Context: an optimization exercise on an open-source flow, tuned for small area. The choices shown serve that exercise and are no tape-out recipe. In this exercise RTL edits were held to simulation tests only and were not proved equivalent to the original. No activity file was given, so power comes from the tool's default toggle rates.

===== config.mk =====
export PLATFORM = sky130hd
export DESIGN_NAME = NewDatabusArbiter_v2
export DESIGN_NICKNAME = NewDatabusArbiter_v2
export VERILOG_FILES = /design/flow/design.v
export SDC_FILE = /design/flow/constraint.sdc
export NUM_CORES = 4
export LEC_CHECK = 0
export CAP_MARGIN = 20
export CORE_MARGIN = 2
export CORE_UTILIZATION = 40
export SLEW_MARGIN = 20

===== constraint.sdc =====
create_clock -name core_clock -period 5.0 [get_ports {sys_clk}]
set_input_delay 1.0000 -clock core_clock [delete_from_list [all_inputs] [get_ports {sys_clk}]]
set_output_delay 1.0000 -clock core_clock [all_outputs]
set_load 0.01 [all_outputs]

===== design.v =====
module NewDatabusArbiter_v2 (
    sys_clk,
    data_in,  
    valid,
    porb,
    por_pulseb,
    timeoutb,
    eep_loadb,
    en_rail_rail,
    eeprom_cache,
    data_out,
    read_eep,
    pgm_eep,
    cache_out,
    p2s_en,
    reg0_ldb,
    reg1_ldb,
    reg2_ldb,
    reg3_ldb,
    eep_cycleb,
    eep_clrb
);
input wire sys_clk;
input wire [29:0] data_in;
input wire valid;
input wire porb;
input wire por_pulseb;
input wire timeoutb;
input wire eep_loadb;
input wire en_rail_rail;
input wire [63:0] eeprom_cache;
output reg [15:0] data_out;
output wire read_eep;
output wire pgm_eep;
output wire [63:0] cache_out;
output wire p2s_en;
output wire reg0_ldb;
output wire reg1_ldb;
output wire reg2_ldb;
output wire reg3_ldb;
output wire eep_cycleb;
output reg eep_clrb;
wire int_rstb = porb & por_pulseb & timeoutb;
localparam [2:0] T_INV  = 3'd0,    
                 T_NONE = 3'd1,    
                 T_WR   = 3'd2,    
                 T_ID   = 3'd3,    
                 T_RR   = 3'd4,    
                 T_RE   = 3'd5,    
                 T_PG   = 3'd6,    
                 T_SEL  = 3'd7;    
wire [3:0] in_mode = data_in[21:18];
wire [2:0] in_sel  = data_in[4:2];
reg [2:0] t_nxt;
always @* begin
    if (!valid)
        t_nxt = T_INV;
    else if (in_mode[3])
        t_nxt = T_NONE;
    else if (!in_mode[2])
        t_nxt = T_WR;
    else case (in_mode[1:0])
        2'd0: t_nxt = T_ID;
        2'd1: t_nxt = in_sel[2] ? T_RE : T_RR;
        2'd2: t_nxt = T_PG;
        default: t_nxt = (in_sel[2:1] == 2'b00) ? T_SEL : T_NONE;
    endcase
end
reg [2:0] cmd_t;
reg [1:0] cmd_k;
always @(posedge sys_clk, negedge int_rstb) begin
    if (!int_rstb)
        cmd_t <= T_INV;
    else
        cmd_t <= t_nxt;
end
always @(posedge sys_clk) begin
    cmd_k <= in_mode[2] ? in_sel[1:0] : in_mode[1:0];
end
wire c_inv = (cmd_t == T_INV);
wire c_wr  = (cmd_t == T_WR);
wire c_id  = (cmd_t == T_ID);
wire c_rr  = (cmd_t == T_RR);
wire c_re  = (cmd_t == T_RE);
wire c_pg  = (cmd_t == T_PG);
wire c_se  = (cmd_t == T_SEL) & ~cmd_k[0];
wire c_sr  = (cmd_t == T_SEL) &  cmd_k[0];
reg wr, id, rr, re, se, sr;
reg pg_p, pg_q;      
reg [1:0] addr;      
reg [2:0] fxn;       
always @(posedge sys_clk, negedge int_rstb) begin
    if (!int_rstb) begin
        wr <= 1'b0; id <= 1'b0; rr <= 1'b0; re <= 1'b0; se <= 1'b0; sr <= 1'b0;
        pg_p <= 1'b0; pg_q <= 1'b0;
    end else if (c_inv) begin
        wr <= 1'b0; id <= 1'b0; rr <= 1'b0; re <= 1'b0; se <= 1'b0; sr <= 1'b0;
        pg_p <= 1'b0; pg_q <= 1'b0;
    end else begin
        if (c_wr) wr <= 1'b1;
        if (c_id) id <= 1'b1;
        if (c_rr) rr <= 1'b1;
        if (c_re) re <= 1'b1;
        if (c_se) se <= 1'b1;
        if (c_sr) sr <= 1'b1;
        if (c_pg) begin
            pg_p <= pg_p | en_rail_rail;
            pg_q <= ~en_rail_rail | (pg_p & pg_q);
        end
    end
end
always @(posedge sys_clk) begin
    addr <= cmd_k;
    if (c_rr | c_re)
        fxn <= {c_re, cmd_k};
end
assign p2s_en     = id | rr | re;
assign read_eep   = re | se;
assign eep_cycleb = ~(pg_p | pg_q);
assign pgm_eep    = pg_p & pg_q;
always @(posedge sys_clk) begin
    eep_clrb <= ~pgm_eep & porb;
end
reg wff;
wire wstrobe = wr & ~wff;
reg [15:0] reg0, reg1, reg2, reg3;
assign cache_out = {reg3, reg2, reg1, reg0};
always @(posedge sys_clk, negedge porb) begin
    if (!porb) begin
        reg0 <= 16'd0;
        reg1 <= 16'd0;
        reg2 <= 16'd0;
        reg3 <= 16'd0;
    end else if (wstrobe) begin
        case (addr)
            2'd0: reg0 <= data_in[17:2];
            2'd1: reg1 <= data_in[17:2];
            2'd2: reg2 <= data_in[17:2];
            default: reg3 <= data_in[17:2];
        endcase
    end
end
reg       es_s, rs_s;
reg [1:0] es_i, rs_i;
reg       last_reg;      
wire e_go = se | es_s;
wire r_go = sr | rs_s;
wire e_on = es_s ^ (es_i == 2'd0);    
wire r_on = rs_s ^ (rs_i == 2'd0);
wire [15:0] eep_w0 = eeprom_cache[15:0];
wire [15:0] eep_w1 = eeprom_cache[31:16];
wire [15:0] eep_w2 = eeprom_cache[47:32];
wire [15:0] eep_w3 = eeprom_cache[63:48];
function [15:0] pick4;
    input [1:0] k;
    input [15:0] a0, a1, a2, a3;
    case (k)
        2'd0: pick4 = a0;
        2'd1: pick4 = a1;
        2'd2: pick4 = a2;
        default: pick4 = a3;
    endcase
endfunction
wire st_id  = ~wstrobe & id;
wire st_rr  = ~wstrobe & ~id & rr;
wire st_re  = ~wstrobe & ~id & ~rr & re;
wire st_seq = ~wstrobe & ~id & ~rr & ~re & ~(pg_p | pg_q);
wire st_e   = st_seq & e_go;
wire st_r   = st_seq & ~e_go & r_go;
wire st_idl = st_seq & ~e_go & ~r_go;
wire       rd_reg = (st_rr & ~fxn[2]) | (st_r & r_on);
wire       rd_eep = st_re | (st_e & e_on);
wire [1:0] rd_k   = (st_rr | st_re) ? fxn[1:0] : (st_e ? es_i : rs_i);
wire [3:0] rd_dec = {rd_k == 2'd3, rd_k == 2'd2, rd_k == 2'd1, rd_k == 2'd0};
wire [3:0] sel_r  = rd_dec & {4{rd_reg}};
wire [3:0] sel_e  = rd_dec & {4{rd_eep}};
wire [15:0] d_nxt = ({16{wstrobe}} & data_out)
                  | ({16{st_id}} & 16'hF001)
                  | ({16{sel_r[0]}} & reg0) | ({16{sel_r[1]}} & reg1)
                  | ({16{sel_r[2]}} & reg2) | ({16{sel_r[3]}} & reg3)
                  | ({16{sel_e[0]}} & eep_w0) | ({16{sel_e[1]}} & eep_w1)
                  | ({16{sel_e[2]}} & eep_w2) | ({16{sel_e[3]}} & eep_w3);
always @(posedge sys_clk, negedge int_rstb) begin
    if (!int_rstb) begin
        wff <= 1'b0;
        es_s <= 1'b0; es_i <= 2'd0;
        rs_s <= 1'b0; rs_i <= 2'd0;
        data_out <= 16'd0;
    end else begin
        data_out <= d_nxt;
        if (wstrobe)
            wff <= 1'b1;
        else if (st_idl)
            wff <= wr;
        if (st_e) begin
            es_s <= e_on;
            es_i <= es_s ? es_i + 2'd1 : 2'd1;
        end else if (st_idl) begin
            es_s <= 1'b0; es_i <= 2'd0;
        end
        if (st_r) begin
            rs_s <= r_on;
            rs_i <= rs_s ? rs_i + 2'd1 : 2'd1;
        end else if (st_idl) begin
            rs_s <= 1'b0; rs_i <= 2'd0;
        end
    end
end
always @(posedge sys_clk) begin
    if (st_e)
        last_reg <= 1'b0;
    else if (st_r)
        last_reg <= 1'b1;
end
wire       ld_s = last_reg ? rs_s : es_s;
wire [1:0] ld_i = last_reg ? rs_i : es_i;
assign reg0_ldb = ld_s & (ld_i == 2'd1);
assign reg1_ldb = ld_s & (ld_i == 2'd2);
assign reg2_ldb = ld_s & (ld_i == 2'd3);
assign reg3_ldb = ld_s & (ld_i == 2'd0);
endmodule

===== run.sh =====
#!/bin/bash
# synth_recipe.tcl (not shown) runs the flow's synth.tcl, then flattens the netlist and writes it again
# the make line also repeats each setting of config.mk as NAME=value (left out here)
make -C /OpenROAD-flow-scripts/flow DESIGN_CONFIG=/design/flow/config.mk WORK_HOME=/design/flow/orfs CLKGATE_MAP_FILE= SYNTH_SCRIPT=/design/flow/synth_recipe.tcl finish

==> reports/qor.csv, run 1 <==
stage;metric;value;unit
global_route;met2 GRT Util;0.408;
timing;Period minus WS final;3220;ps
cts;htree depth;3;
routing;drt total wl;17500;microns
layout;commonest cells after routing, fill and taps aside;177 x clkdlybuf4s50_1, 98 x dfrtp_1, 70 x mux2_2;
timing;Hold Worst Slack;382;ps
placement;Setup WS pre-CTS;1790;ps
worst_setup_path;Worst Path Class, Setup;flip-flop to flip-flop;
layout;fillcell total;1146;
cts;largest buffer count on any clock path;2;
yosys;Mapped Area;5460;sq um
worst_setup_path;largest stage delay on the critical path;690;ps
die;Initial Util;0.411;
worst_setup_path;Worst Path Max Fanout;23;
layout;n_diodes;0;
yosys;Post-Synthesis Cells;475;
flow_run;max-cap viol count;0;
worst_setup_path;CP max stage cell;o211ai_4;
layout;Area growth syn-to-layout;40.9;%
layout;Final #Nets;754;
cts;hold-fix buffers at CTS;0;
layout;final std cells w/o fill;828;
worst_setup_path;Worst Path Required;5230;ps
die;Die Y;121;microns
global_route;grt ovf;0;
cts;Post-CTS Setup Bufs;0;
timing;RSZ-0062 raised after global routing;no;
global_route;grt met3 use;0.0503;
global_route;met1 Use GR;0.317;
routing;vias;4617;
yosys;Warnings, synthesis;1;
layout;area of the multi-input gates;2640;sq um
cts;Post-CTS Resized;0;
cts;total CTS buffers;9;
timing;relative slew slack;0.241;
outcome;status;finished clean;
yosys;ys flop type;dfrtp_1;
yosys;Post-synth EDFFs;3;
die;CORE AREA;13300;sq um
global_route;vias in the first global route;4745;
worst_hold_path;hold crit path type;flip-flop to flip-flop;
global_route;GRT Overall Usage;0.244;
yosys;Synth Register Bits;107;
yosys;cell accounting for the most synthesized area;dfrtp_1;
die;I/O pin total;190;
timing;setup violators final;0;
timing;Slew Limit Fails;0;
cts;CTS root buf;clkbuf_16;
global_route;global-route wire length before repair;26800;microns
worst_setup_path;Crit. End Element;flip-flop;
layout;layout cell share with drive strength beyond 1;0.176;
routing;antenna viol nets, final;0;
yosys;area fraction of the dominant cell type after synthesis;0.449;
cts;latest clock arrival within the worst-skew pair;350;ps
timing;fin crit share;0.643;
layout;Final Core Density;0.579;
layout;Reg area;2660;sq um
power;Max VDD drop;0.272;mV
placement;RePlAce Congestion;0.854;
power;Pleak;3.12;nW
placement;PortBufs;178;
routing;vias per inst;5.58;
worst_setup_path;arrival time of the worst setup path;3450;ps
timing;setup ws final;1780;ps
yosys;Avg Cell Area, Syn;11.5;sq um
routing;DRC;0;
yosys;sequential-to-total area share from yosys stat;0.488;
timing;Peak Freq;0.311;GHz
yosys;dominant cells by area after synthesis;dfrtp_1 45%, mux2_2 14%, mux2i_1 4.0%;
yosys;Syn Nets;582;
die;Die W;121;microns
layout;commonest non-fill, non-tap cell in the layout;clkdlybuf4s50_1;
worst_setup_path;reg2reg setup slack;1780;ps
worst_setup_path;nature of the critical path startpoint;flip-flop;
global_route;initial antenna violation count;0;
timing;total negative slack;0;ps
routing;DRT Pass-1 Iters;6;
yosys;ys async rst share;0.916;
cts;Clock transition at path regs;80;ps
placement;Post-DP HPWL;12400;microns
placement;placed cells;812;
global_route;Most Crowded Layer GR;met2;
cts;CTS Sinks;107;
routing;Iteration-0 DRC Markers;259;
cts;CTS tree;built;
power;PD cells;449;nW/um^2
timing;Hold Violations, Final;0;
die;Site Rows;42;
yosys;Yosys cell types;61;
timing;measured slew at the worst slew-check pin;1140;ps
global_route;largest net degree at the start of global routing;66;
routing;routed wire length per instance;21.1;microns
die;full die area;14600;sq um
worst_setup_path;worst-path cell chain;or4_4, o31a_1, o211ai_4, buf_4, mux2i_1, o221a_1, nand3_1;
timing;Worst Skew;4.53;ps
kinds of logic (layout without fill, tap and decap cells):
logic type,count (synthesis),count (layout),synth area share
mux,103,103,0.209
simple gates,96,96,0.0921
compound gates,124,124,0.164
flops,107,107,0.488
fa+ha+maj,6,6,0.0137
buf+inv,39,216,0.0344
through the flow:
step                instance area, sq um  power [mW]
global placement                    7410        2.77
floorplan                           5460        1.98
finish                              7700        3.46
global route                        7700        3.64
CTS                                 7700        3.49
detailed placement                  7410        2.79
area by class of cell:
type | instances | area share
sequential | 107 | 0.346
clock inverter | 7 | 0.00764
inverter | 14 | 0.00683
tap | 176 | 0.0286
clock buffer | 9 | 0.0293
multi-input combinational | 329 | 0.343
timing repair buffer | 186 | 0.239
path summary, 6_finish.rpt:
kind                                  startpoint                      to  cells past startpoint
worst max-delay path              rr$_DFFE_PN0P_  data_out[12]$_DFF_PN0_                      7
min in group asynchronous                   porb     reg2[2]$_DFFE_PN0P_                      2
worst min-delay path            cmd_k[1]$_DFF_P_         addr[1]$_DFF_P_                      0
worst min register to register  cmd_k[1]$_DFF_P_         addr[1]$_DFF_P_                      0
worst max register to register    rr$_DFFE_PN0P_  data_out[12]$_DFF_PN0_                      7
max in group asynchronous               timeoutb   data_out[5]$_DFF_PN0_                      2
synth_stat cells, types with 4 or more instances:
master,n
dfxtp_1,6
dfrtp_1,98
mux2_1,9
nor2b_1,6
a21oi_1,17
mux2i_1,22
nand2_1,17
a211o_1,5
ha_1,6
o211ai_1,9
clkbuf_1,16
a32oi_1,6
nand3_1,11
o21ai_0,27
a221oi_1,7
a22oi_1,13
and2_1,7
inv_1,14
mux2_2,70
nor3_1,6
buf_6,4
nand2b_1,4
a31oi_1,4
nor2_1,29
a2bb2oi_1,6
power breakdown:
group	leakage, nW	total, mW	internal, mW	switching [mW]
Combinational	1.68	1.40	0.815	0.580
Sequential	1.31	1.37	1.13	0.237
Clock	0.133	0.693	0.346	0.347
Total	3.12	3.46	2.29	1.16
critical path: cells and delay by family (launching register included):
kind | cells | cell delay, ps
mux | 1 | 240
flops | 1 | 460
compound gates | 3 | 1290
buf+inv | 1 | 380
simple gates | 2 | 690
routing by layer:
metal | share of wire | up-vias | routed length, microns
met5 | 0 | - | 0
met4 | 0.018 | 0 | 318
met3 | 0.058 | 20 | 1010
met2 | 0.50 | 155 | 8660
met1 | 0.43 | 2306 | 7510
li1 | - | 2136 | -
==> run 2, diff against run 1 <==
==> flow/run.sh (new file) <==
#!/bin/bash
# Layout flow: the standard ORFS flow with two changes.
#  1. Synthesis is ORFS's own synthesis script (synth_recipe.tcl), but ABC maps the
#     combinational logic with an area-oriented script (flow/abc_map.script) in place
#     of ORFS's speed script. Registers are mapped before ABC runs, so they are the
#     same cells with the same names as in the standard synthesis.
#  2. Port buffers are sky130_fd_sc_hd__buf_1 (buffer_ports -buffer_cell).
#  3. Clock tree synthesis inserts no dummy loads (-dont_use_dummy_load).
# Each tool's output goes to a log file in the work folder, and ORFS keeps its own
# per-step logs under orfs/logs.
set -euo pipefail
W=$(pwd)

# A copy of ORFS's scripts folder whose only difference is the ABC script.
rm -rf "$W/scripts_area"
mkdir -p "$W/scripts_area"
cp -a "$FLOW_HOME/scripts/." "$W/scripts_area/"
cp "$W/flow/abc_map.script" "$W/scripts_area/abc_speed.script"

bash "$W/standard.sh" SCRIPTS_DIR="$W/scripts_area" synth > "$W/synth.log" 2>&1
bash "$W/standard.sh" \
  "BUFFER_PORTS_ARGS=-buffer_cell sky130_fd_sc_hd__buf_1" \
  "CTS_ARGS=-sink_clustering_enable -repair_clock_nets -buf_list sky130_fd_sc_hd__clkbuf_8 -dont_use_dummy_load" \
  finish > "$W/layout.log" 2>&1
==> flow/abc_map.script (new file) <==
strash
dch -f
amap -A 10 -F 3
==> standard.sh (new file) <==
#!/bin/bash
# synth_recipe.tcl (not shown) runs the flow's synth.tcl, then flattens the netlist and writes it again
# the make line also repeats each setting of config.mk as NAME=value (left out here)
make -C /OpenROAD-flow-scripts/flow DESIGN_CONFIG=/design/flow/config.mk WORK_HOME=/design/flow/orfs CLKGATE_MAP_FILE= SYNTH_SCRIPT=/design/flow/synth_recipe.tcl "${@:-finish}"
--- a/config.mk
+++ b/config.mk
@@ -7,5 +7,6 @@
 export LEC_CHECK = 0
-export CAP_MARGIN = 20
+export CAP_MARGIN = 5
 export CORE_MARGIN = 2
-export CORE_UTILIZATION = 40
-export SLEW_MARGIN = 20
+export CORE_UTILIZATION = 55
+export CTS_BUF_LIST = sky130_fd_sc_hd__clkbuf_8
+export SLEW_MARGIN = 5
removed: run.sh
==> reports/qor.csv, run 2 <==
stage;metric;value;unit;change
power;Pleak;2.14;nW;-31%
cts;htree depth;3;;unchanged
yosys;synth cell count leaders;98 x dfrtp_1, 64 x o22a_1, 43 x a222oi_1, 39 x clkinv_1, 29 x nor2_1;;
yosys;Synth Register Bits;107;;unchanged
layout;commonest non-fill, non-tap cell in the layout;buf_1;;
die;Die W;94.7;microns;-22%
routing;vias;4449;;-3.6%
timing;Worst Skew;28.8;ps;+24.2 ps
cts;latest clock arrival within the worst-skew pair;360;ps;about the same
timing;Peak Freq;0.267;GHz;-14%
layout;layout cell share with drive strength beyond 1;0.0516;;-0.125
layout;commonest cells after routing, fill and taps aside;177 x buf_1, 98 x dfrtp_1, 64 x o22a_1;;
die;I/O pin total;190;;unchanged
die;Initial Util;0.559;;+0.148
worst_setup_path;Worst Path Max Fanout;10;;-57%
power;total power;2.87;mW;-17%
timing;setup violators final;0;;unchanged
die;CORE AREA;8090;sq um;-39%
worst_setup_path;nature of the critical path startpoint;flip-flop;;
cts;largest buffer count on any clock path;2;;unchanged
worst_setup_path;Worst Path Required;5280;ps;+50 ps
yosys;Post-Synthesis Cells;380;;-20%
cts;Clock transition at path regs;100;ps;+20 ps
yosys;Post-synth EDFFs;3;;unchanged
layout;Area growth syn-to-layout;23.3;%;
cts;CTS root buf;clkbuf_8;;
placement;RePlAce Congestion;0.823;;-3.6%
routing;Highest Signal Layer;met4;;
timing;relative slew slack;0.430;;+0.189
yosys;ys async rst share;0.916;;unchanged
timing;RSZ-0062 raised after global routing;no;;
cts;total CTS buffers;9;;unchanged
yosys;count leader, synth;dfrtp_1;;
cts;CTS tree;built;;
routing;WL met1;5720;microns;-24%
power;PD cells;516;nW/um^2;+15%
yosys;Mapped Area;4520;sq um;-17%
yosys;area fraction of the dominant cell type after synthesis;0.542;;+0.0933
routing;metal2 WL;6620;microns;-24%
timing;total negative slack;0;ps;unchanged
global_route;largest net degree at the start of global routing;50;;-24%
yosys;dominant cells by area after synthesis;dfrtp_1 54%, o22a_1 12%, a222oi_1 9.5%;;
cts;hold-fix buffers at CTS;0;;unchanged
timing;Period minus WS final;3740;ps;+527 ps
yosys;Syn Nets;487;;-16%
placement;Setup WS pre-CTS;1390;ps;-405 ps
routing;DRT Pass-1 Iters;7;;+1
worst_hold_path;hold crit path type;flip-flop to flip-flop;;
routing;Iteration-0 DRC Markers;496;;+92%
layout;Final Core Density;0.689;;+0.110
routing;drt total wl;14100;microns;-20%
global_route;global-route wire length before repair;21600;microns;-20%
timing;Hold Worst Slack;398;ps;+15.8 ps
routing;vias per inst;6.49;;+16%
worst_setup_path;Worst Path Class, Setup;flip-flop to flip-flop;;
placement;PortBufs;178;;unchanged
global_route;grt ovf;0;;unchanged
yosys;cell accounting for the most synthesized area;dfrtp_1;;
yosys;Warnings, synthesis;1;;unchanged
cts;Post-CTS Resized;0;;unchanged
global_route;initial antenna violation count;0;;unchanged
routing;routed wire length per instance;20.5;microns;-2.9%
timing;Hold Violations, Final;0;;unchanged
timing;measured slew at the worst slew-check pin;855;ps;-280 ps
layout;n_diodes;0;;unchanged
layout;fillcell total;674;;-41%
die;full die area;8960;sq um;-39%
yosys;Yosys cell types;28;;-54%
die;Die Y;94.7;microns;-22%
cts;CTS Sinks;107;;unchanged
power;Max VDD drop;0.265;mV;-2.7%
flow_run;max-cap viol count;0;;unchanged
routing;met3 wire len;1450;microns;+44%
timing;Slew Limit Fails;0;;unchanged
placement;Post-DP HPWL;10100;microns;-19%
worst_setup_path;Crit. End Element;flip-flop;;
timing;fin crit share;0.749;;+0.105
global_route;GRT Overall Usage;0.319;;+0.0748
yosys;ys flop type;dfrtp_1;;
worst_setup_path;arrival time of the worst setup path;4020;ps;+570 ps
yosys;sequential-to-total area share from yosys stat;0.589;;+0.101
routing;antenna viol nets, final;0;;unchanged
cts;Post-CTS Setup Bufs;0;;unchanged
layout;Final #Nets;690;;-8.5%
yosys;Avg Cell Area, Syn;11.9;sq um;+3.5%
global_route;vias in the first global route;4106;;-13%
die;Site Rows;33;;-21%
timing;setup ws final;1260;ps;-527 ps
routing;DRC;0;;unchanged
outcome;status;finished clean;;
[run 2: logic make-up (layout without fill, tap and decap cells)]
family                   after synthesis  after routing  share of synthesized area
AO/OA/AOI/OAI                        153            153                      0.284
adder cells (fa/ha/maj)                6              6                     0.0166
buffers and inverters                 39            240                     0.0324
flip-flops                           107            107                      0.589
AND/OR/NAND/NOR                       75             75                     0.0778
[run 2: worst paths after layout]
check	cells after the start	to	slack (ps)	from
max in group asynchronous	2	data_out[0]$_DFF_PN0_	3190	porb
min in group asynchronous	1	reg0[11]$_DFFE_PN0P_	540	porb
worst max register to register	12	data_out[12]$_DFF_PN0_	1260	id$_DFFE_PN0P_
worst max-delay path	12	data_out[12]$_DFF_PN0_	1260	id$_DFFE_PN0P_
worst min-delay path	0	addr[1]$_DFF_P_	400	cmd_k[1]$_DFF_P_
worst min register to register	0	addr[1]$_DFF_P_	400	cmd_k[1]$_DFF_P_
[run 2: layer usage]
layer  global-route usage  vias up
li1                     -     1955
met1                0.456     2189
met2                0.512      282
met3               0.0431       23
met4               0.0942        0
met5                    0        -
[run 2: power breakdown]
part | total, mW | internal [mW] | switching, mW
clock | 0.419 | 0.163 | 0.257
sequential | 1.47 | 1.19 | 0.275
combinational | 0.989 | 0.446 | 0.543
[run 2: cell type report]
| class | instances | area [sq um] | share of cell area |
|---|---|---|---|
| sequential | 107 | 2660 | 0.478 |
| multi-input combinational | 234 | 1740 | 0.311 |
| timing repair buffer | 192 | 774 | 0.139 |
| inverter | 39 | 146 | 0.0263 |
| tap | 105 | 131 | 0.0236 |
| clock buffer | 9 | 124 | 0.0222 |
[run 2: through the flow]
step	instances	cell area, sq um
2_1_floorplan	380	4520
4_1_cts	686	5580
3_3_place_gp	677	5450
6_report	686	5580
5_1_grt	686	5580
3_5_place_dp	677	5450
[run 2: critical path, cell delays in order (launching register included)]
cell and delay (ps):
dfrtp_1 530, or3_1 440, nor4_1 400, o21ai_0 330, clkinv_1 170, o22ai_1 110, o22ai_1 270, clkinv_1 130
or2_0 230, nor2_1 480, buf_4 310, a222oi_1 140, nand4_1 120
==> run 3, diff against run 2 <==
--- a/flow/run.sh
+++ b/flow/run.sh
@@ -22,3 +22,3 @@
   "BUFFER_PORTS_ARGS=-buffer_cell sky130_fd_sc_hd__buf_1" \
-  "CTS_ARGS=-sink_clustering_enable -repair_clock_nets -buf_list sky130_fd_sc_hd__clkbuf_8 -dont_use_dummy_load" \
+  "CTS_ARGS=-sink_clustering_enable -repair_clock_nets -buf_list sky130_fd_sc_hd__clkbuf_8 -sink_clustering_size 27 -sink_clustering_max_diameter 200 -dont_use_dummy_load" \
   finish > "$W/layout.log" 2>&1
==> reports/qor.csv, run 3 <==
stage;metric;value;unit;change
outcome;status;finished clean;;
worst_hold_path;hold crit path type;flip-flop to flip-flop;;
cts;CTS root buf;clkbuf_8;;
routing;vias per inst;6.49;;unchanged
flow_run;max-cap viol count;0;;unchanged
worst_setup_path;reg2reg setup slack;1260;ps;about the same
layout;Area growth syn-to-layout;23.3;%;unchanged
global_route;largest net degree at the start of global routing;50;;unchanged
yosys;dominant cells by area after synthesis;dfrtp_1 54%, o22a_1 12%, a222oi_1 9.5%;;
cts;CTS tree;built;;
timing;Slew Limit Fails;0;;unchanged
power;Max VDD drop;0.265;mV;unchanged
routing;antenna viol nets, final;0;;unchanged
worst_setup_path;CP max stage cell;dfrtp_1;;
power;total power;2.87;mW;unchanged
timing;Period minus WS final;3740;ps;unchanged
worst_setup_path;R2R depth;12;;unchanged
worst_setup_path;R2R Path End;data_out[12]$_DFF_PN0_;;
worst_setup_path;largest stage delay on the critical path;530;ps;about the same
global_route;GRT Overall Usage;0.319;;unchanged
yosys;ys flop type;dfrtp_1;;
routing;DRC;0;;unchanged
layout;layout cell share with drive strength beyond 1;0.0516;;unchanged
routing;vias;4449;;unchanged
routing;drt total wl;14100;microns;unchanged
die;Site Rows;33;;unchanged
cts;total CTS buffers;9;;unchanged
yosys;sequential-to-total area share from yosys stat;0.589;;unchanged
timing;Hold Worst Slack;398;ps;unchanged
layout;commonest non-fill, non-tap cell in the layout;buf_1;;
routing;routed wire length per instance;20.5;microns;unchanged
die;CORE AREA;8090;sq um;unchanged
worst_setup_path;Worst Path Required;5280;ps;about the same
global_route;initial antenna violation count;0;;unchanged
cts;CTS Sinks;107;;unchanged
worst_setup_path;kind of cell adding the most delay to the critical path;simple AND/OR/NAND/NOR gates;;
worst_setup_path;Worst Path Max Fanout;10;;unchanged
placement;PortBufs;178;;unchanged
yosys;ys async rst share;0.916;;unchanged
yosys;count leader, synth;dfrtp_1;;
yosys;Post-synth EDFFs;3;;unchanged
global_route;vias in the first global route;4106;;unchanged
cts;hold-fix buffers at CTS;0;;unchanged
yosys;Warnings, synthesis;1;;unchanged
layout;Final #Nets;690;;unchanged
worst_setup_path;nature of the critical path startpoint;flip-flop;;
die;Initial Util;0.559;;unchanged
die;full die area;8960;sq um;unchanged
yosys;synth cell count leaders;98 x dfrtp_1, 64 x o22a_1, 43 x a222oi_1, 39 x clkinv_1, 29 x nor2_1;;
worst_setup_path;Worst Path Class, Setup;flip-flop to flip-flop;;
timing;RSZ-0062 raised after global routing;no;;
yosys;Post-Synthesis Cells;380;;unchanged
timing;total negative slack;0;ps;unchanged
layout;commonest cells after routing, fill and taps aside;177 x buf_1, 98 x dfrtp_1, 64 x o22a_1;;
layout;fillcell total;674;;unchanged
cts;largest buffer count on any clock path;2;;unchanged
worst_setup_path;WP buf/inv;3;;unchanged
yosys;Yosys cell types;28;;unchanged
power;Pleak;2.14;nW;unchanged
yosys;Synth Register Bits;107;;unchanged
worst_hold_path;hold_sp;cmd_k[1]$_DFF_P_;;
cts;Clock transition at path regs;100;ps;about the same
global_route;global-route wire length before repair;21600;microns;unchanged
yosys;Syn Nets;487;;unchanged
timing;setup violators final;0;;unchanged
cts;Post-CTS Resized;0;;unchanged
worst_hold_path;Hold Path Cell Cnt;0;;unchanged
worst_setup_path;arrival time of the worst setup path;4020;ps;about the same
placement;Post-DP HPWL;10100;microns;unchanged
timing;relative slew slack;0.430;;unchanged
yosys;Avg Cell Area, Syn;11.9;sq um;unchanged
die;Die Y;94.7;microns;unchanged
timing;Worst Skew;28.8;ps;unchanged
die;I/O pin total;190;;unchanged
worst_setup_path;worst-path cell chain;or3_1, nor4_1, o21ai_0, clkinv_1, o22ai_1, o22ai_1, clkinv_1, or2_0, nor2_1, buf_4, a222oi_1, nand4_1;;
layout;Final Core Density;0.689;;unchanged
cts;latest clock arrival within the worst-skew pair;360;ps;about the same
worst_hold_path;Worst Hold Path EP;addr[1]$_DFF_P_;;
timing;Hold Violations, Final;0;;unchanged
timing;fin crit share;0.749;;unchanged
layout;n_diodes;0;;unchanged
cts;Post-CTS Setup Bufs;0;;unchanged
timing;measured slew at the worst slew-check pin;855;ps;unchanged
power;PD cells;516;nW/um^2;unchanged
yosys;Mapped Area;4520;sq um;unchanged
yosys;cell accounting for the most synthesized area;dfrtp_1;;
routing;Iteration-0 DRC Markers;496;;unchanged
placement;RePlAce Congestion;0.823;;unchanged
global_route;grt ovf;0;;unchanged
timing;Peak Freq;0.267;GHz;unchanged
cts;htree depth;3;;unchanged
die;Die W;94.7;microns;unchanged
routing;DRT Pass-1 Iters;7;;unchanged
yosys;area fraction of the dominant cell type after synthesis;0.542;;unchanged
worst_setup_path;r2r startpoint;id$_DFFE_PN0P_;;
worst_setup_path;Crit. End Element;flip-flop;;
## run 3: power by group
part / internal [mW] / switching [mW] / total [mW]
registers: 1.19 / 0.275 / 1.47
clock network: 0.163 / 0.257 / 0.419
logic: 0.446 / 0.543 / 0.989
## run 3: worst max path at each step
stage | startpoint | end | slack (ps) | depth (start not counted)
floorplan | wr$_DFFE_PN0P_ | reg1[0]$_DFFE_PN0P_ | 1470 | 6
global placement | id$_DFFE_PN0P_ | data_out[12]$_DFF_PN0_ | 1450 | 12
detailed placement | id$_DFFE_PN0P_ | data_out[12]$_DFF_PN0_ | 1390 | 12
CTS | id$_DFFE_PN0P_ | data_out[12]$_DFF_PN0_ | 1320 | 12
global route | wr$_DFFE_PN0P_ | data_out[12]$_DFF_PN0_ | 950 | 15
finish | id$_DFFE_PN0P_ | data_out[12]$_DFF_PN0_ | 1260 | 12
## run 3: cell families after synthesis
kind of cell    count (synthesis)  synth area share
fa+ha+maj                       6            0.0166
flops                         107             0.589
simple gates                   75            0.0778
buf+inv                        39            0.0324
compound gates                153             0.284
## run 3: layout make-up
cell class | instances | area [sq um] | area share
clock buffers | 9 | 124 | 0.0222
well taps | 105 | 131 | 0.0236
repair buffers | 192 | 774 | 0.139
inverters | 39 | 146 | 0.0263
flip-flops and latches | 107 | 2660 | 0.478
multi-input cells | 234 | 1740 | 0.311
## run 3: metal layers
metal	GRT usage	wire, microns	vias up
met5	0	0	-
met2	0.512	6620	282
met3	0.0431	1450	23
li1	-	-	1955
met1	0.456	5720	2189
met4	0.0942	289	0
## run 3: per-stage QoR
step                worst slack [ps]  instance area [sq um]  std cells
floorplan                       1470                   4520        380
global placement                1450                   5450        677
detailed placement              1390                   5450        677
CTS                             1320                   5580        686
global route                     946                   5580        686
finish                          1260                   5580        686
==> run 4, diff against run 3 <==
--- a/flow/run.sh
+++ b/flow/run.sh
@@ -22,3 +22,3 @@
   "BUFFER_PORTS_ARGS=-buffer_cell sky130_fd_sc_hd__buf_1" \
-  "CTS_ARGS=-sink_clustering_enable -repair_clock_nets -buf_list sky130_fd_sc_hd__clkbuf_8 -sink_clustering_size 27 -sink_clustering_max_diameter 200 -dont_use_dummy_load" \
+  "CTS_ARGS=-sink_clustering_enable -repair_clock_nets -buf_list sky130_fd_sc_hd__clkbuf_8 -dont_use_dummy_load" \
   finish > "$W/layout.log" 2>&1
--- a/config.mk
+++ b/config.mk
@@ -7,6 +7,6 @@
 export LEC_CHECK = 0
-export CAP_MARGIN = 5
+export CAP_MARGIN = 10
 export CORE_MARGIN = 2
-export CORE_UTILIZATION = 55
-export CTS_BUF_LIST = sky130_fd_sc_hd__clkbuf_8
-export SLEW_MARGIN = 5
+export CORE_UTILIZATION = 45
+export GPL_TIMING_DRIVEN = 0
+export SLEW_MARGIN = 10
==> reports/qor.csv, run 4 <==
stage;metric;value;unit;change
die;CORE AREA;9770;sq um;+21%
die;Die W;104;microns;+10%
layout;layout cell share with drive strength beyond 1;0.0638;;+0.0122
yosys;Mapped Area;4520;sq um;unchanged
layout;Final #Nets;689;;-0.14%
worst_setup_path;nature of the critical path startpoint;flip-flop;;
yosys;dominant cells by area after synthesis;dfrtp_1 54%, o22a_1 12%, a222oi_1 9.5%;;
yosys;Yosys cell types;28;;unchanged
die;full die area;10900;sq um;+21%
worst_setup_path;largest stage delay on the critical path;740;ps;+210 ps
yosys;post-synthesis compound-gate area fraction;0.284;;unchanged
cts;latest clock arrival within the worst-skew pair;370;ps;about the same
cts;CTS Sinks;107;;unchanged
die;I/O pin total;190;;unchanged
cts;Clock transition at path regs;90;ps;about the same
layout;Final Core Density;0.586;;-0.103
layout;n_diodes;0;;unchanged
cts;Post-CTS Setup Bufs;0;;unchanged
layout;commonest non-fill, non-tap cell in the layout;buf_1;;
cts;total CTS buffers;9;;unchanged
cts;CTS tree;built;;
cts;Post-CTS Resized;0;;unchanged
timing;RSZ-0062 raised after global routing;no;;
routing;routed wire length per instance;21.2;microns;+3.4%
yosys;area fraction of the dominant cell type after synthesis;0.542;;unchanged
layout;commonest cells after routing, fill and taps aside;177 x buf_1, 98 x dfrtp_1, 64 x o22a_1;;
yosys;Post-Synthesis Cells;380;;unchanged
layout;final std cells w/o fill;713;;+3.9%
routing;vias;4337;;-2.5%
yosys;Synth Register Bits;107;;unchanged
yosys;Post-synth EDFFs;3;;unchanged
yosys;sequential-to-total area share from yosys stat;0.589;;unchanged
cts;largest buffer count on any clock path;2;;unchanged
yosys;XOR/XNOR share of the synthesized area;0;;unchanged
timing;Peak Freq;0.244;GHz;-8.6%
yosys;largest family of logic cells by synthesized area;compound AO/OA/AOI/OAI gates;;
worst_setup_path;CP max stage cell;nor2_2;;
worst_setup_path;Critical Path Most Common Cell;clkinv_1;;
power;Max VDD drop;0.223;mV;-16%
timing;Period minus WS final;4100;ps;+354 ps
worst_setup_path;Worst Path Max Fanout;16;;+6
timing;Hold Violations, Final;0;;unchanged
timing;Worst Skew;22.1;ps;-6.67 ps
worst_hold_path;hold crit path type;flip-flop to flip-flop;;
die;Site Rows;36;;+9.1%
worst_setup_path;Crit. End Element;flip-flop;;
yosys;synth cell count leaders;98 x dfrtp_1, 64 x o22a_1, 43 x a222oi_1, 39 x clkinv_1, 29 x nor2_1;;
yosys;Syn Nets;487;;unchanged
cts;hold-fix buffers at CTS;0;;unchanged
routing;Iteration-0 DRC Markers;503;;+1.4%
global_route;largest net degree at the start of global routing;28;;-44%
routing;WL met1;6340;microns;+11%
worst_setup_path;R2R depth;14;;+2
timing;total negative slack;0;ps;unchanged
outcome;status;finished clean;;
yosys;Avg Cell Area, Syn;11.9;sq um;unchanged
cts;htree depth;3;;unchanged
power;Pleak;2.16;nW;+1.0%
routing;vias per inst;6.08;;-6.2%
yosys;Adder-Cell Fraction of Synth Area;0.0166;;unchanged
placement;Post-DP HPWL;10900;microns;+8.2%
timing;setup violators final;0;;unchanged
placement;PortBufs;178;;unchanged
global_route;global-route wire length before repair;23500;microns;+8.8%
routing;drt total wl;15100;microns;+7.5%
layout;Area growth syn-to-layout;26.6;%;
timing;Hold Worst Slack;378;ps;-19.8 ps
timing;measured slew at the worst slew-check pin;945;ps;+89.9 ps
worst_setup_path;Worst Path Class, Setup;flip-flop to flip-flop;;
timing;relative slew slack;0.369;;-0.0606
routing;Highest Signal Layer;met4;;
yosys;ys flop type;dfrtp_1;;
routing;metal2 WL;7200;microns;+8.8%
yosys;Warnings, synthesis;1;;unchanged
routing;DRT Pass-1 Iters;6;;-1
global_route;vias in the first global route;4298;;+4.7%
routing;DRC;0;;unchanged
yosys;ys async rst share;0.916;;unchanged
timing;fin crit share;0.820;;+0.0709
worst_hold_path;Hold Path Cell Cnt;0;;unchanged
timing;Slew Limit Fails;0;;unchanged
placement;placed cells;704;;+4.0%
flow_run;max-cap viol count;0;;unchanged
yosys;cell accounting for the most synthesized area;dfrtp_1;;
routing;antenna viol nets, final;0;;unchanged
routing;met3 wire len;1340;microns;-8.1%
yosys;count leader, synth;dfrtp_1;;
die;Initial Util;0.463;;-0.0961
global_route;GRT Overall Usage;0.281;;-0.0377
global_route;grt ovf;0;;unchanged
placement;RePlAce Congestion;0.806;;-2.1%
power;PD cells;508;nW/um^2;-1.5%
worst_setup_path;worst-path cell chain;clkinv_1, nor2_2, buf_8, clkinv_1, nand2_1, nor3_1, a31oi_1, clkinv_1, o22ai_1, clkinv_1, or2_0, nor2_2, a222oi_1, nand3_1;;
worst_setup_path;Worst Path Required;5300;ps;+20 ps
yosys;simple-gate share of the synthesized area;0.0778;;unchanged
global_route;initial antenna violation count;0;;unchanged
power;total power;2.91;mW;+1.1%
yosys;mux cell area share after synthesis;0;;unchanged
cts;CTS root buf;clkbuf_8;;
die;Die Y;104;microns;+10%
worst_setup_path;arrival time of the worst setup path;4400;ps;+380 ps
-- run 4: cell types whose count changed in the layout (fill, tap and decap cells not counted), sizes merged --
cell  previous run  this run
buf            192       191
-- run 4: where the power goes --
group          leakage [nW]  internal [mW]  switching [mW]
Combinational         0.853          0.454           0.557
Clock                0.0647          0.163           0.263
Sequential             1.24           1.19           0.279
-- run 4: cell type report --
type	count	area, sq um
fill	917	4050
clock buffer	9	124
multi-input combinational	234	1760
tap	133	166
sequential	107	2660
timing repair buffer	191	868
inverter	39	146
-- run 4: critical path, delay by kind of cell, from the launching register on --
family | cells | cell delay, ps
simple gates | 6 | 1860
buf+inv | 5 | 970
compound gates | 3 | 810
flops | 1 | 380
-- run 4: worst paths after layout --
kind,startpoint,endpoint,slack (ps)
worst max-delay path,wr$_DFFE_PN0P_,data_out[3]$_DFF_PN0_,900
worst min-delay path,cmd_k[1]$_DFF_P_,addr[1]$_DFF_P_,380
worst max register to register,wr$_DFFE_PN0P_,data_out[3]$_DFF_PN0_,900
worst min register to register,cmd_k[1]$_DFF_P_,addr[1]$_DFF_P_,380
max in group asynchronous,porb,cmd_t[2]$_DFF_PN0_,3330
min in group asynchronous,porb,reg3[11]$_DFFE_PN0P_,600
-- run 4: cells by family after synthesis --
group           Yosys count
compound gates          153
buf+inv                  39
simple gates             75
fa+ha+maj                 6
flops                   107
-- run 4: per-layer routing --
layer | vias up | GRT usage
met5 | - | 0
met4 | 0 | 0.110
met3 | 20 | 0.0551
met2 | 244 | 0.437
met1 | 2128 | 0.390
li1 | 1945 | -
-- run 4: stage by stage --
stage | setup slack, ps | instance area [sq um]
4_1_cts | 952 | 5720
5_1_grt | 727 | 5720
3_3_place_gp | -1900 | 5360
2_1_floorplan | 1470 | 4520
3_5_place_dp | 960 | 5600
6_report | 902 | 5720
==> run 5, diff against run 4 <==
--- a/flow/run.sh
+++ b/flow/run.sh
@@ -7,3 +7,2 @@
 #  2. Port buffers are sky130_fd_sc_hd__buf_1 (buffer_ports -buffer_cell).
-#  3. Clock tree synthesis inserts no dummy loads (-dont_use_dummy_load).
 # Each tool's output goes to a log file in the work folder, and ORFS keeps its own
@@ -20,5 +19,2 @@
 bash "$W/standard.sh" SCRIPTS_DIR="$W/scripts_area" synth > "$W/synth.log" 2>&1
-bash "$W/standard.sh" \
-  "BUFFER_PORTS_ARGS=-buffer_cell sky130_fd_sc_hd__buf_1" \
-  "CTS_ARGS=-sink_clustering_enable -repair_clock_nets -buf_list sky130_fd_sc_hd__clkbuf_8 -dont_use_dummy_load" \
-  finish > "$W/layout.log" 2>&1
+bash "$W/standard.sh" "BUFFER_PORTS_ARGS=-buffer_cell sky130_fd_sc_hd__buf_1" finish > "$W/layout.log" 2>&1
--- a/config.mk
+++ b/config.mk
@@ -7,6 +7,6 @@
 export LEC_CHECK = 0
-export CAP_MARGIN = 10
+export CAP_MARGIN = 20
 export CORE_MARGIN = 2
-export CORE_UTILIZATION = 45
-export GPL_TIMING_DRIVEN = 0
-export SLEW_MARGIN = 10
+export CORE_UTILIZATION = 40
+export CTS_BUF_LIST = sky130_fd_sc_hd__clkbuf_8
+export SLEW_MARGIN = 20
==> reports/qor.csv, run 5 <==
stage;metric;value;unit;change
cts;Post-CTS Setup Bufs;0;;unchanged
yosys;ys async rst share;0.916;;unchanged
global_route;initial antenna violation count;0;;unchanged
timing;Peak Freq;0.256;GHz;+4.8%
cts;htree depth;3;;unchanged
yosys;Avg Cell Area, Syn;11.9;sq um;unchanged
cts;Clock transition at path regs;110;ps;+20 ps
timing;total negative slack;0;ps;unchanged
die;Site Rows;38;;+5.6%
timing;Period minus WS final;3910;ps;-189 ps
worst_setup_path;kind of cell adding the most delay to the critical path;simple AND/OR/NAND/NOR gates;;
power;PD cells;526;nW/um^2;+3.5%
layout;commonest non-fill, non-tap cell in the layout;buf_1;;
worst_setup_path;Worst Path Class, Setup;flip-flop to flip-flop;;
yosys;sequential-to-total area share from yosys stat;0.589;;unchanged
yosys;Post-synth EDFFs;3;;unchanged
routing;DRC;0;;unchanged
routing;DRT Pass-1 Iters;8;;+2
power;Pleak;2.16;nW;-0.14%
placement;Post-DP HPWL;10400;microns;-4.1%
yosys;dominant cells by area after synthesis;dfrtp_1 54%, o22a_1 12%, a222oi_1 9.5%;;
worst_setup_path;arrival time of the worst setup path;4230;ps;-170 ps
die;Die Y;110;microns;+5.8%
timing;RSZ-0062 raised after global routing;no;;
yosys;cell accounting for the most synthesized area;dfrtp_1;;
worst_setup_path;nature of the critical path startpoint;flip-flop;;
die;CORE AREA;10900;sq um;+12%
flow_run;max-cap viol count;0;;unchanged
cts;largest buffer count on any clock path;2;;unchanged
routing;drt total wl;15300;microns;+0.83%
yosys;Post-Synthesis Cells;380;;unchanged
global_route;vias in the first global route;4085;;-5.0%
worst_setup_path;largest stage delay on the critical path;770;ps;+30 ps
placement;PortBufs;178;;unchanged
yosys;Mapped Area;4520;sq um;unchanged
yosys;Syn Nets;487;;unchanged
global_route;grt ovf;0;;unchanged
cts;Post-CTS Resized;0;;unchanged
timing;fin crit share;0.782;;-0.0378
power;Max VDD drop;0.232;mV;+4.4%
die;Die W;110;microns;+5.8%
routing;vias;4364;;+0.62%
timing;relative slew slack;0.255;;-0.115
cts;CTS tree;built;;
timing;Hold Worst Slack;393;ps;+15.2 ps
die;Initial Util;0.414;;-0.0491
yosys;count leader, synth;dfrtp_1;;
worst_hold_path;hold crit path type;flip-flop to flip-flop;;
placement;RePlAce Congestion;0.778;;-3.5%
layout;Area growth syn-to-layout;25.5;%;
die;I/O pin total;190;;unchanged
routing;Iteration-0 DRC Markers;476;;-5.4%
worst_setup_path;worst-path cell chain;clkinv_1, nor2_2, buf_4, clkinv_1, nand2_1, nor3_1, a31oi_1, clkinv_1, o22ai_1, clkinv_1, or2_0, nor2_2, a222oi_1, nand4_1;;
worst_setup_path;Worst Path Required;5320;ps;+20 ps
worst_setup_path;Worst Path Max Fanout;18;;+2
timing;measured slew at the worst slew-check pin;1110;ps;+169 ps
yosys;ys flop type;dfrtp_1;;
global_route;largest net degree at the start of global routing;44;;+57%
global_route;global-route wire length before repair;22600;microns;-3.8%
worst_setup_path;Critical Path Most Common Cell;clkinv_1;;
cts;latest clock arrival within the worst-skew pair;380;ps;about the same
yosys;synth cell count leaders;98 x dfrtp_1, 64 x o22a_1, 43 x a222oi_1, 39 x clkinv_1, 29 x nor2_1;;
yosys;Synth Register Bits;107;;unchanged
layout;layout cell share with drive strength beyond 1;0.0650;;+0.00116
timing;setup violators final;0;;unchanged
outcome;status;finished clean;;
timing;Slew Limit Fails;0;;unchanged
yosys;Yosys cell types;28;;unchanged
cts;CTS Sinks;107;;unchanged
worst_setup_path;WP buf/inv;5;;unchanged
global_route;GRT Overall Usage;0.253;;-0.0278
yosys;area fraction of the dominant cell type after synthesis;0.542;;unchanged
timing;Hold Violations, Final;0;;unchanged
layout;commonest cells after routing, fill and taps aside;177 x buf_1, 98 x dfrtp_1, 64 x o22a_1;;
worst_setup_path;Crit. End Element;flip-flop;;
yosys;Warnings, synthesis;1;;unchanged
worst_setup_path;CP max stage cell;nor2_2;;
cts;hold-fix buffers at CTS;0;;unchanged
layout;n_diodes;0;;unchanged
routing;routed wire length per instance;21.0;microns;-0.84%
routing;vias per inst;6.02;;-1.0%
cts;CTS root buf;clkbuf_8;;
timing;Worst Skew;14.9;ps;-7.21 ps
die;full die area;12200;sq um;+12%
layout;Final #Nets;687;;-0.29%
routing;antenna viol nets, final;0;;unchanged
cts;total CTS buffers;9;;unchanged
==> run 5: cell type report <==
class	instances	area, sq um
Inverter	39	146
Tap cell	140	175
Sequential cell	107	2660
Clock inverter	6	56.3
Clock buffer	10	138
Timing Repair Buffer	189	752
Fill cell	1038	5260
Multi-Input combinational cell	234	1750
==> run 5: per-layer routing <==
| layer | GRT usage | vias to the layer above | share of wire |
|---|---|---|---|
| met4 | 0.0821 | 0 | 0.015 |
| li1 | - | 1961 | - |
| met3 | 0.0482 | 20 | 0.080 |
| met5 | 0 | - | 0 |
| met2 | 0.425 | 205 | 0.50 |
| met1 | 0.331 | 2178 | 0.41 |
==> run 5: stage by stage <==
| stage | util | power [mW] | std cells | area [sq um] | setup slack, ps |
|---|---|---|---|---|---|
| 2_1_floorplan | - | 2.02 | 380 | 4520 | 1470 |
| 3_3_place_gp | 0.501 | 2.45 | 709 | 5480 | 1310 |
| 3_5_place_dp | 0.501 | 2.48 | 709 | 5480 | 1190 |
| 4_1_cts | 0.519 | 3.00 | 725 | 5680 | 1170 |
| 5_1_grt | 0.519 | 3.17 | 725 | 5680 | 851 |
| 6_report | 0.519 | 2.98 | 725 | 5680 | 1090 |
==> run 5: logic make-up (layout without fill, tap and decap cells) <==
| family | count (synthesis) | count (layout) | share of synthesized area |
|---|---|---|---|
| AO/OA/AOI/OAI | 153 | 153 | 0.284 |
| AND/OR/NAND/NOR | 75 | 75 | 0.0778 |
| flip-flops | 107 | 107 | 0.589 |
| adder cells (fa/ha/maj) | 6 | 6 | 0.0166 |
| buffers and inverters | 39 | 244 | 0.0324 |
==> run 5: power by group <==
group / switching (mW) / leakage [nW] / internal [mW]
combinational: 0.558 / 0.814 / 0.445
sequential: 0.269 / 1.24 / 1.19
clock: 0.315 / 0.101 / 0.206
==> run 5: worst register-to-register path, delay by kind of cell, from the launching register on <==
family | cells | cell delay (ps)
compound gates | 3 | 850
buf+inv | 5 | 1070
flops | 1 | 370
simple gates | 6 | 1550
==> run 5: path summary, 6_finish.rpt <==
check / cells past startpoint / start / slack, ps / end
max: 14 / wr$_DFFE_PN0P_ / 1090 / data_out[13]$_DFF_PN0_
max in group asynchronous: 2 / porb / 3070 / data_out[2]$_DFF_PN0_
min reg2reg: 0 / cmd_k[1]$_DFF_P_ / 390 / addr[1]$_DFF_P_
min: 0 / cmd_k[1]$_DFF_P_ / 390 / addr[1]$_DFF_P_
max reg2reg: 14 / wr$_DFFE_PN0P_ / 1090 / data_out[13]$_DFF_PN0_
min in group asynchronous: 1 / porb / 570 / reg0[9]$_DFFE_PN0P_
==> run 6, diff against run 5 <==
--- a/design.v
+++ b/design.v
@@ -43,9 +43,9 @@
 wire int_rstb = porb & por_pulseb & timeoutb;
-localparam [2:0] T_INV  = 3'd0,    
-                 T_NONE = 3'd1,    
-                 T_WR   = 3'd2,    
-                 T_ID   = 3'd3,    
-                 T_RR   = 3'd4,    
-                 T_RE   = 3'd5,    
-                 T_PG   = 3'd6,    
+localparam [2:0] T_INV  = 3'd2,    
+                 T_NONE = 3'd4,    
+                 T_WR   = 3'd6,    
+                 T_ID   = 3'd1,    
+                 T_RR   = 3'd3,    
+                 T_RE   = 3'd0,    
+                 T_PG   = 3'd5,    
                  T_SEL  = 3'd7;    
@@ -114,3 +114,3 @@
     if (c_rr | c_re)
-        fxn <= {c_re, cmd_k};
+        fxn <= {c_re, cmd_k[1], cmd_k[1] ^ cmd_k[0]};
 end
@@ -173,3 +173,3 @@
 wire [1:0] rd_k   = (st_rr | st_re) ? fxn[1:0] : (st_e ? es_i : rs_i);
-wire [3:0] rd_dec = {rd_k == 2'd3, rd_k == 2'd2, rd_k == 2'd1, rd_k == 2'd0};
+wire [3:0] rd_dec = {rd_k == 2'b10, rd_k == 2'b11, rd_k == 2'b01, rd_k == 2'b00};
 wire [3:0] sel_r  = rd_dec & {4{rd_reg}};
@@ -196,3 +196,3 @@
             es_s <= e_on;
-            es_i <= es_s ? es_i + 2'd1 : 2'd1;
+            es_i <= {es_s & es_i[0], ~(es_s & es_i[1])};
         end else if (st_idl) begin
@@ -202,3 +202,3 @@
             rs_s <= r_on;
-            rs_i <= rs_s ? rs_i + 2'd1 : 2'd1;
+            rs_i <= {rs_s & rs_i[0], ~(rs_s & rs_i[1])};
         end else if (st_idl) begin
@@ -216,6 +216,6 @@
 wire [1:0] ld_i = last_reg ? rs_i : es_i;
-assign reg0_ldb = ld_s & (ld_i == 2'd1);
-assign reg1_ldb = ld_s & (ld_i == 2'd2);
-assign reg2_ldb = ld_s & (ld_i == 2'd3);
-assign reg3_ldb = ld_s & (ld_i == 2'd0);
+assign reg0_ldb = ld_s & (ld_i == 2'b01);
+assign reg1_ldb = ld_s & (ld_i == 2'b11);
+assign reg2_ldb = ld_s & (ld_i == 2'b10);
+assign reg3_ldb = ld_s & (ld_i == 2'b00);
 endmodule
--- a/flow/run.sh
+++ b/flow/run.sh
@@ -7,2 +7,3 @@
 #  2. Port buffers are sky130_fd_sc_hd__buf_1 (buffer_ports -buffer_cell).
+#  3. Clock tree synthesis inserts no dummy loads (-dont_use_dummy_load).
 # Each tool's output goes to a log file in the work folder, and ORFS keeps its own
@@ -19,2 +20,5 @@
 bash "$W/standard.sh" SCRIPTS_DIR="$W/scripts_area" synth > "$W/synth.log" 2>&1
-bash "$W/standard.sh" "BUFFER_PORTS_ARGS=-buffer_cell sky130_fd_sc_hd__buf_1" finish > "$W/layout.log" 2>&1
+bash "$W/standard.sh" \
+  "BUFFER_PORTS_ARGS=-buffer_cell sky130_fd_sc_hd__buf_1" \
+  "CTS_ARGS=-sink_clustering_enable -repair_clock_nets -buf_list sky130_fd_sc_hd__clkbuf_8 -dont_use_dummy_load" \
+  finish > "$W/layout.log" 2>&1
--- a/config.mk
+++ b/config.mk
@@ -7,6 +7,6 @@
 export LEC_CHECK = 0
-export CAP_MARGIN = 20
+export CAP_MARGIN = 0
 export CORE_MARGIN = 2
-export CORE_UTILIZATION = 40
+export CORE_UTILIZATION = 55
 export CTS_BUF_LIST = sky130_fd_sc_hd__clkbuf_8
-export SLEW_MARGIN = 20
+export SLEW_MARGIN = 0
==> reports/qor.csv, run 6 <==
stage;metric;value;unit;change
worst_setup_path;Worst Path Required;5280;ps;-40 ps
layout;Area growth syn-to-layout;23.7;%;
timing;Period minus WS final;3920;ps;+11.3 ps
layout;layout cell share with drive strength beyond 1;0.0547;;-0.0103
timing;RSZ-0062 raised after global routing;no;;
layout;Final #Nets;670;;-2.5%
worst_setup_path;arrival time of the worst setup path;4200;ps;-30 ps
timing;total negative slack;0;ps;unchanged
worst_setup_path;R2R depth;13;;-1
timing;relative slew slack;0.416;;+0.162
timing;setup violators final;0;;unchanged
global_route;GRT Overall Usage;0.339;;+0.0860
cts;largest buffer count on any clock path;2;;unchanged
yosys;Post-synth EDFFs;3;;unchanged
cts;hold-fix buffers at CTS;0;;unchanged
die;Site Rows;32;;-16%
yosys;sequential-to-total area share from yosys stat;0.601;;+0.0124
global_route;initial antenna violation count;0;;unchanged
layout;commonest cells after routing, fill and taps aside;177 x buf_1, 97 x dfrtp_1, 66 x o22a_1;;
yosys;Avg Cell Area, Syn;12.1;sq um;+1.7%
layout;fillcell total;645;;-38%
cts;total CTS buffers;9;;unchanged
die;full die area;8790;sq um;-28%
worst_hold_path;Hold Path Cell Cnt;0;;unchanged
timing;setup ws final;1080;ps;-11.3 ps
die;Initial Util;0.570;;+0.157
yosys;Post-Synthesis Cells;366;;-3.7%
placement;Setup WS pre-CTS;1180;ps;-17.3 ps
timing;fin crit share;0.784;;+0.00226
layout;commonest non-fill, non-tap cell in the layout;buf_1;;
routing;routed wire length per instance;22.0;microns;+4.6%
cts;CTS root buf;clkbuf_8;;
power;Max VDD drop;0.284;mV;+22%
yosys;Synth Register Bits;107;;unchanged
layout;area of the multi-input gates;1650;sq um;-5.4%
layout;final std cells w/o fill;669;;-7.7%
yosys;Mapped Area;4430;sq um;-2.0%
power;total power;3.15;mW;+5.6%
die;CORE AREA;7770;sq um;-29%
worst_hold_path;hold_sp;cmd_k[1]$_DFF_P_;;
timing;Peak Freq;0.255;GHz;-0.29%
cts;htree depth;3;;unchanged
yosys;area fraction of the dominant cell type after synthesis;0.548;;+0.00553
worst_setup_path;r2r startpoint;wr$_DFFE_PN0P_;;
layout;post-route cell area;5480;sq um;-3.5%
placement;RePlAce Congestion;0.852;;+9.5%
yosys;Syn Nets;467;;-4.1%
layout;n_diodes;0;;unchanged
routing;DRT Pass-1 Iters;7;;-1
global_route;largest net degree at the start of global routing;49;;+11%
timing;Worst Skew;27.4;ps;+12.5 ps
layout;Reg area;2660;sq um;about the same
worst_hold_path;hold crit path type;flip-flop to flip-flop;;
yosys;synth cell count leaders;97 x dfrtp_1, 66 x o22a_1, 43 x a222oi_1, 37 x clkinv_1, 23 x nor2_1;;
die;I/O pin total;190;;unchanged
timing;Hold Worst Slack;400;ps;+6.72 ps
cts;CTS tree;built;;
layout;Final Core Density;0.706;;+0.186
cts;CTS Sinks;107;;unchanged
worst_setup_path;R2R Path End;data_out[15]$_DFF_PN0_;;
yosys;dominant cells by area after synthesis;dfrtp_1 55%, o22a_1 13%, a222oi_1 9.7%;;
timing;Hold Violations, Final;0;;unchanged
worst_setup_path;Worst Path Class, Setup;flip-flop to flip-flop;;
flow_run;max-cap viol count;0;;unchanged
die;Die W;93.8;microns;-15%
cts;Post-CTS Setup Bufs;0;;unchanged
yosys;ys flop type;dfrtp_1;;
power;Pleak;2.10;nW;-2.6%
timing;measured slew at the worst slew-check pin;875;ps;-239 ps
global_route;vias in the first global route;4233;;+3.6%
placement;Post-DP HPWL;10000;microns;-3.9%
yosys;Yosys cell types;26;;-7.1%
worst_setup_path;Crit. End Element;flip-flop;;
routing;vias per inst;6.62;;+9.9%
worst_hold_path;Worst Hold Path EP;addr[1]$_DFF_P_;;
worst_setup_path;Worst Path Max Fanout;14;;-4
outcome;status;finished clean;;
yosys;ys async rst share;0.916;;unchanged
cts;Clock transition at path regs;90;ps;-20 ps
timing;Slew Limit Fails;0;;unchanged
cts;Post-CTS Resized;0;;unchanged
placement;placed cells;660;;-6.9%
routing;vias;4426;;+1.4%
routing;drt total wl;14700;microns;-3.4%
yosys;cell accounting for the most synthesized area;dfrtp_1;;
placement;placed inst area;5360;sq um;-2.3%
global_route;grt ovf;0;;unchanged
routing;Iteration-0 DRC Markers;478;;+0.42%
global_route;global-route wire length before repair;22300;microns;-1.5%
yosys;Warnings, synthesis;1;;unchanged
worst_setup_path;reg2reg setup slack;1080;ps;about the same
yosys;count leader, synth;dfrtp_1;;
routing;antenna viol nets, final;0;;unchanged
routing;DRC;0;;unchanged
worst_setup_path;nature of the critical path startpoint;flip-flop;;
power;PD cells;575;nW/um^2;+9.4%
die;Die Y;93.8;microns;-15%
placement;PortBufs;178;;unchanged
cts;latest clock arrival within the worst-skew pair;350;ps;-30 ps
==> run 6: cells by family after synthesis <==
| group | synth area share |
|---|---|
| AOI/OAI and AO/OA | 0.295 |
| and+or+nand+nor | 0.0723 |
| DFF | 0.601 |
| buffers and inverters | 0.0313 |
==> run 6: critical path, stage by stage, from the launching register on <==
cell and delay, ps:
dfrtp_1 360, clkinv_1 90, nor2_2 410, buf_4 330
clkinv_1 360, a31oi_1 380, clkinv_1 130, o32ai_1 350
clkinv_1 140, or2_0 240, nor2_1 490, buf_4 340
a222oi_1 100, nand4_1 100
==> run 6: final cells by class <==
type	count	area share
Multi-Input combinational cell	222	0.301
Tap cell	102	0.0233
Inverter	37	0.0253
Sequential cell	107	0.486
Timing Repair Buffer	192	0.141
Clock buffer	9	0.0226
==> run 6: metal layers <==
layer / up-vias / share of wire / GRT usage
li1: 1920 / - / -
met3: 31 / 0.11 / 0.0618
met5: - / 0 / 0.0321
met2: 315 / 0.48 / 0.553
met1: 2160 / 0.39 / 0.452
met4: 0 / 0.023 / 0.132
==> run 6: worst max path at each step <==
stage	cells after the start	from	end	slack, ps
after detailed placement	13	wr$_DFFE_PN0P_	data_out[15]$_DFF_PN0_	1180
after CTS	13	wr$_DFFE_PN0P_	data_out[15]$_DFF_PN0_	1130
after floorplan	6	wr$_DFFE_PN0P_	reg1[0]$_DFFE_PN0P_	1460
after global placement	13	wr$_DFFE_PN0P_	data_out[0]$_DFF_PN0_	1270
final	13	wr$_DFFE_PN0P_	data_out[15]$_DFF_PN0_	1080
after global routing	13	wr$_DFFE_PN0P_	data_out[0]$_DFF_PN0_	660
==> run 6: power by group <==
| part | internal, mW | total (mW) | switching [mW] |
|---|---|---|---|
| Combinational | 0.532 | 1.22 | 0.689 |
| Sequential | 1.22 | 1.51 | 0.297 |
| Clock | 0.162 | 0.415 | 0.253 |
==> run 7, diff against run 6 <==
--- a/config.mk
+++ b/config.mk
@@ -7,3 +7,3 @@
 export LEC_CHECK = 0
-export CAP_MARGIN = 0
+export CAP_MARGIN = 5
 export CORE_MARGIN = 2
@@ -11,2 +11,2 @@
 export CTS_BUF_LIST = sky130_fd_sc_hd__clkbuf_8
-export SLEW_MARGIN = 0
+export SLEW_MARGIN = 5
==> reports/qor.csv, run 7 <==
stage;metric;value;unit;change
outcome;status;finished clean;;
yosys;Synth Register Bits;107;;unchanged
layout;commonest cells after routing, fill and taps aside;177 x buf_1, 97 x dfrtp_1, 66 x o22a_1;;
cts;CTS root buf;clkbuf_8;;
timing;Hold Worst Slack;400;ps;unchanged
timing;Slew Limit Fails;0;;unchanged
yosys;post-synthesis compound-gate area fraction;0.295;;unchanged
cts;Post-CTS Setup Bufs;0;;unchanged
cts;Clock transition at path regs;90;ps;about the same
layout;n_diodes;0;;unchanged
yosys;Yosys cell types;26;;unchanged
worst_hold_path;hold crit path type;flip-flop to flip-flop;;
layout;Final Core Density;0.706;;unchanged
cts;hold-fix buffers at CTS;0;;unchanged
yosys;synth cell count leaders;97 x dfrtp_1, 66 x o22a_1, 43 x a222oi_1, 37 x clkinv_1, 23 x nor2_1;;
timing;Period minus WS final;3920;ps;unchanged
worst_setup_path;Worst Path Required;5280;ps;about the same
power;PD cells;575;nW/um^2;unchanged
timing;total negative slack;0;ps;unchanged
yosys;ys flop type;dfrtp_1;;
die;Site Rows;32;;unchanged
power;total power;3.15;mW;unchanged
yosys;simple-gate share of the synthesized area;0.0723;;unchanged
routing;routed wire length per instance;22.0;microns;unchanged
worst_setup_path;arrival time of the worst setup path;4200;ps;about the same
global_route;global-route wire length before repair;22300;microns;unchanged
yosys;Adder-Cell Fraction of Synth Area;0;;unchanged
routing;vias per inst;6.62;;unchanged
yosys;dominant cells by area after synthesis;dfrtp_1 55%, o22a_1 13%, a222oi_1 9.7%;;
worst_setup_path;Worst Path Class, Setup;flip-flop to flip-flop;;
layout;Area growth syn-to-layout;23.7;%;unchanged
yosys;Mapped Area;4430;sq um;unchanged
yosys;XOR/XNOR share of the synthesized area;0;;unchanged
layout;final std cells w/o fill;669;;unchanged
routing;Iteration-0 DRC Markers;478;;unchanged
routing;drt total wl;14700;microns;unchanged
yosys;mux cell area share after synthesis;0;;unchanged
timing;fin crit share;0.784;;unchanged
cts;CTS Sinks;107;;unchanged
routing;antenna viol nets, final;0;;unchanged
timing;relative slew slack;0.416;;unchanged
routing;DRC;0;;unchanged
power;Pleak;2.10;nW;unchanged
global_route;largest net degree at the start of global routing;49;;unchanged
worst_setup_path;R2R Path End;data_out[15]$_DFF_PN0_;;
worst_setup_path;reg2reg setup slack;1080;ps;about the same
global_route;grt ovf;0;;unchanged
placement;RePlAce Congestion;0.852;;unchanged
routing;vias;4426;;unchanged
worst_setup_path;nature of the critical path startpoint;flip-flop;;
die;Die W;93.8;microns;unchanged
worst_setup_path;Worst Setup SP;wr$_DFFE_PN0P_;;
cts;htree depth;3;;unchanged
yosys;count leader, synth;dfrtp_1;;
cts;largest buffer count on any clock path;2;;unchanged
global_route;initial antenna violation count;0;;unchanged
die;full die area;8790;sq um;unchanged
die;Initial Util;0.570;;unchanged
timing;setup violators final;0;;unchanged
worst_setup_path;r2r startpoint;wr$_DFFE_PN0P_;;
cts;Post-CTS Resized;0;;unchanged
placement;Setup WS pre-CTS;1180;ps;unchanged
worst_setup_path;Setup crit end;data_out[15]$_DFF_PN0_;;
flow_run;max-cap viol count;0;;unchanged
layout;commonest non-fill, non-tap cell in the layout;buf_1;;
placement;Post-DP HPWL;10000;microns;unchanged
die;Die Y;93.8;microns;unchanged
cts;CTS tree;built;;
layout;Final #Nets;670;;unchanged
worst_setup_path;Crit. End Element;flip-flop;;
routing;DRT Pass-1 Iters;7;;unchanged
yosys;largest family of logic cells by synthesized area;compound AO/OA/AOI/OAI gates;;
timing;Worst Skew;27.4;ps;unchanged
yosys;sequential-to-total area share from yosys stat;0.601;;unchanged
yosys;Avg Cell Area, Syn;12.1;sq um;unchanged
yosys;Post-synth EDFFs;3;;unchanged
die;I/O pin total;190;;unchanged
placement;PortBufs;178;;unchanged
placement;placed cells;660;;unchanged
timing;Hold Violations, Final;0;;unchanged
worst_setup_path;largest stage delay on the critical path;490;ps;about the same
timing;RSZ-0062 raised after global routing;no;;
worst_setup_path;Worst Path Max Fanout;14;;unchanged
worst_setup_path;Critical Path Most Common Cell;clkinv_1;;
timing;measured slew at the worst slew-check pin;875;ps;unchanged
worst_setup_path;CP max stage cell;nor2_1;;
cts;latest clock arrival within the worst-skew pair;350;ps;about the same
cts;total CTS buffers;9;;unchanged
layout;layout cell share with drive strength beyond 1;0.0547;;unchanged
global_route;vias in the first global route;4233;;unchanged
yosys;Post-Synthesis Cells;366;;unchanged
placement;placed inst area;5360;sq um;unchanged
die;CORE AREA;7770;sq um;unchanged
timing;setup ws final;1080;ps;unchanged
yosys;area fraction of the dominant cell type after synthesis;0.548;;unchanged
layout;post-route cell area;5480;sq um;unchanged
worst_setup_path;worst-path cell chain;clkinv_1, nor2_2, buf_4, clkinv_1, a31oi_1, clkinv_1, o32ai_1, clkinv_1, or2_0, nor2_1, buf_4, a222oi_1, nand4_1;;
yosys;ys async rst share;0.916;;unchanged
yosys;cell accounting for the most synthesized area;dfrtp_1;;
timing;Peak Freq;0.255;GHz;unchanged
yosys;Syn Nets;467;;unchanged
worst_setup_path;R2R depth;13;;unchanged
## run 7: cell counts after synthesis
Identical to the previous run, type by type.
## run 7: worst min path at each step
| stage | cells past startpoint | startpoint | endpoint |
|---|---|---|---|
| finish | 0 | cmd_k[1]$_DFF_P_ | addr[1]$_DFF_P_ |
| global route | 0 | cmd_k[1]$_DFF_P_ | addr[1]$_DFF_P_ |
| CTS | 0 | cmd_k[1]$_DFF_P_ | addr[1]$_DFF_P_ |
| detailed placement | 0 | cmd_k[1]$_DFF_P_ | addr[1]$_DFF_P_ |
| global placement | 0 | cmd_k[1]$_DFF_P_ | addr[1]$_DFF_P_ |
| floorplan | 0 | cmd_k[1]$_DFF_P_ | addr[1]$_DFF_P_ |
## run 7: area by class of cell
cell class | instances | area, sq um
Sequential cell | 107 | 2660
Tap cell | 102 | 128
Inverter | 37 | 139
Clock buffer | 9 | 124
Fill cell | 645 | 2290
Timing Repair Buffer | 192 | 774
Multi-Input combinational cell | 222 | 1650
## run 7: per-layer routing
metal | up-vias | global-route usage | routed length (microns)
met1 | 2160 | 0.452 | 5730
met3 | 31 | 0.0618 | 1590
met2 | 315 | 0.553 | 7070
met4 | 0 | 0.132 | 338
li1 | 1920 | - | -
met5 | - | 0.0321 | 0
## run 7: cell families after synthesis
logic type             after synthesis
buffers and inverters               37
AO/OA/AOI/OAI                      155
AND/OR/NAND/NOR                     67
flip-flops                         107
## run 7: where the power goes
part / internal (mW) / total (mW) / switching (mW)
sequential: 1.22 / 1.51 / 0.297
combinational: 0.532 / 1.22 / 0.689
clock: 0.162 / 0.415 / 0.253
## run 7: worst max-delay path: cells and delay by family, from the launching register on
kind                   cells  cell delay [ps]
buffers and inverters      6             1390
AO/OA/AOI/OAI              3              830
AND/OR/NAND/NOR            4             1240
flip-flops                 1              360
